From an optimization exercise on the open Yosys and OpenROAD flow, aimed at small area, a short achievable clock period and few clock cycles per item; shortcuts taken in it are not production practice.
RTL that was checked went through simulation tests only; none was proved equivalent to the original.
Power is estimated from default activity; no workload was simulated.

zinc:
==> module div, before the edit <==
module div
	#(
		parameter W=32
	 )
	(
		input wire clk, reset, str_trg,
		input wire [W-1:0] dvsr, dvnd,
		input wire [5:0] cd,
		input wire [4:0] ca,
		output wire ready,
		output reg done_trg,
		output wire [W-1:0] quo, rmd
	);
	reg        busy_reg;
	reg [4:0]  n_reg;
	reg [W-1:0] r_reg, q_reg, d_reg;
	wire       dz = cd[5];
	wire [4:0] p;
	wire       cd_ge_ca;
	div_sub #(.W(5)) sub_p (.a(cd[4:0]), .b(ca), .diff(p), .ge(cd_ge_ca));
	wire       imm = dz | ~cd_ge_ca;
	wire [W-1:0] diff;
	wire       ge;
	div_sub #(.W(W)) sub_r (.a(r_reg), .b(d_reg), .diff(diff), .ge(ge));
	wire       last = (n_reg == 0);
	reg [W-1:0] sh;
	integer k;
	always @*
	begin
		sh = dvsr;
		for (k = 0; k < 5; k = k + 1)
			sh = ({W{p[k]}} & (sh << (1 << k))) |
			     ({W{~p[k]}} & sh & ~({W{1'b1}} << (W - (1 << k)))) |
			     (sh & ({W{1'b1}} << (W - (1 << k))));
	end
	always @(posedge clk, posedge reset)
		if (reset)
			busy_reg <= 1'b0;
		else if (str_trg)
			busy_reg <= ~imm;
		else if (last)
			busy_reg <= 1'b0;
	always @(posedge clk)
	begin
		if (str_trg)
		begin
			n_reg <= p[4:0];
			d_reg <= sh;
		end
		else
		begin
			n_reg <= n_reg - 1'b1;
			d_reg <= d_reg >> 1;
		end
		if (str_trg)
			r_reg <= dvnd;
		else if (busy_reg & ge)
			r_reg <= diff;
		if (str_trg)
			q_reg <= {W{dz}};
		else if (busy_reg)
			q_reg <= {q_reg[W-2:0], ge};
	end
	always @*
		done_trg = str_trg ? imm : (busy_reg & last);
	assign ready = ~busy_reg;
	assign quo = q_reg;
	assign rmd = r_reg;
endmodule
Settings: LEC_CHECK=0, CAP_MARGIN=20, CORE_MARGIN=2, CORE_UTILIZATION=60, CTS_BUF_LIST=sky130_fd_sc_hd__clkbuf_4 sky130_fd_sc_hd__clkbuf_8, SETUP_SLACK_MARGIN=2.1, SLEW_MARGIN=20; clock period 5.0 ns.
standard.sh (not shown) runs the stock make flow with config.mk's settings and CLKGATE_MAP_FILE= SYNTH_SCRIPT=/design/flow/synth_recipe.tcl, a recipe that flattens the netlist after the stock synthesis.
==> flow/flow/run.sh <==
#!/bin/bash
# Standard layout, with the port buffers made from buf_2 cells instead of
# the slow delay-buffer cells buffer_ports picks on its own.
set -euo pipefail
export BUFFER_PORTS_ARGS="-buffer_cell sky130_fd_sc_hd__buf_2"
bash standard.sh > standard.log 2>&1
Inputs modified between zinc and cedar:
-- flow/design.v --
<<< zinc, line 19
	wire       cd_ge_ca;
	div_sub #(.W(5)) sub_p (.a(cd[4:0]), .b(ca), .diff(p), .ge(cd_ge_ca));
	wire       imm = dz | ~cd_ge_ca;
	wire [W-1:0] diff;
	wire       ge;
>>> cedar, line 19
	wire       cd_ge_ca;
	div_sub #(.W(5)) sub_p (.a(cd[4:0]), .b(ca), .diff(p), .ge(cd_ge_ca));
	wire       imm = ~dz & ~cd_ge_ca;
	wire [W-1:0] diff;
	wire       ge;
<<< zinc, line 45
		if (str_trg)
		begin
			n_reg <= p[4:0];
			d_reg <= sh;
		end
>>> cedar, line 45
		if (str_trg)
		begin
			n_reg <= dz ? 5'd31 : p;
			d_reg <= sh;
		end
<<< zinc, line 58
			r_reg <= diff;
		if (str_trg)
			q_reg <= {W{dz}};
		else if (busy_reg)
			q_reg <= {q_reg[W-2:0], ge};
>>> cedar, line 58
			r_reg <= diff;
		if (str_trg)
			q_reg <= {W{1'b0}};
		else if (busy_reg)
			q_reg <= {q_reg[W-2:0], ge};
### Flow results
Comparing zinc and cedar, the higher mean routed wirelength per cell was measured on zinc.
[compare] base=zinc new=cedar: share of power burned in registers went down; global-route usage shows a reduction of 0.27 points; relative contribution of the clock network to total power shows a reduction of 12 points; clock-buffer cell count increased 1; combinational power has increased.
Taking zinc as the reference, in cedar area added between synthesis and finish lower; clock distribution power lower; HPWL after detailed placement lower; timing-limited maximum frequency higher.
Testbench counts of cedar, summed over its fixed seeds: cycles 24,255, items 2,048.
No functional check of the RTL was part of zinc.

==> re-timing with driven ports <==
No port has a modelled driver above. Below, the same layouts with a new extraction and two added sets of constraints. Step 1, drivers: a clkbuf_16 drives clk and a buf_2 each remaining input, both assumed. Step 2 times the ports against the registers' clock, not the clock port: input delays grow and output delays shrink by t, the midpoint of the rising clock arrivals with the driver on. a / b / c = ideal / step 1 / step 2; a / b = the first two.
run	t (ns)	setup slack, ns	worst data-port slew with drivers (ns)
zinc	0.511	2.064 / 1.987 / 1.781	0.07
cedar	0.505	2.096 / 2.041 / 1.637	0.06
After both steps every run listed still meets setup and hold. For cedar, which loses most, drivers alone change the setup slack by -0.055 ns; drivers and shift together by -0.459 ns.
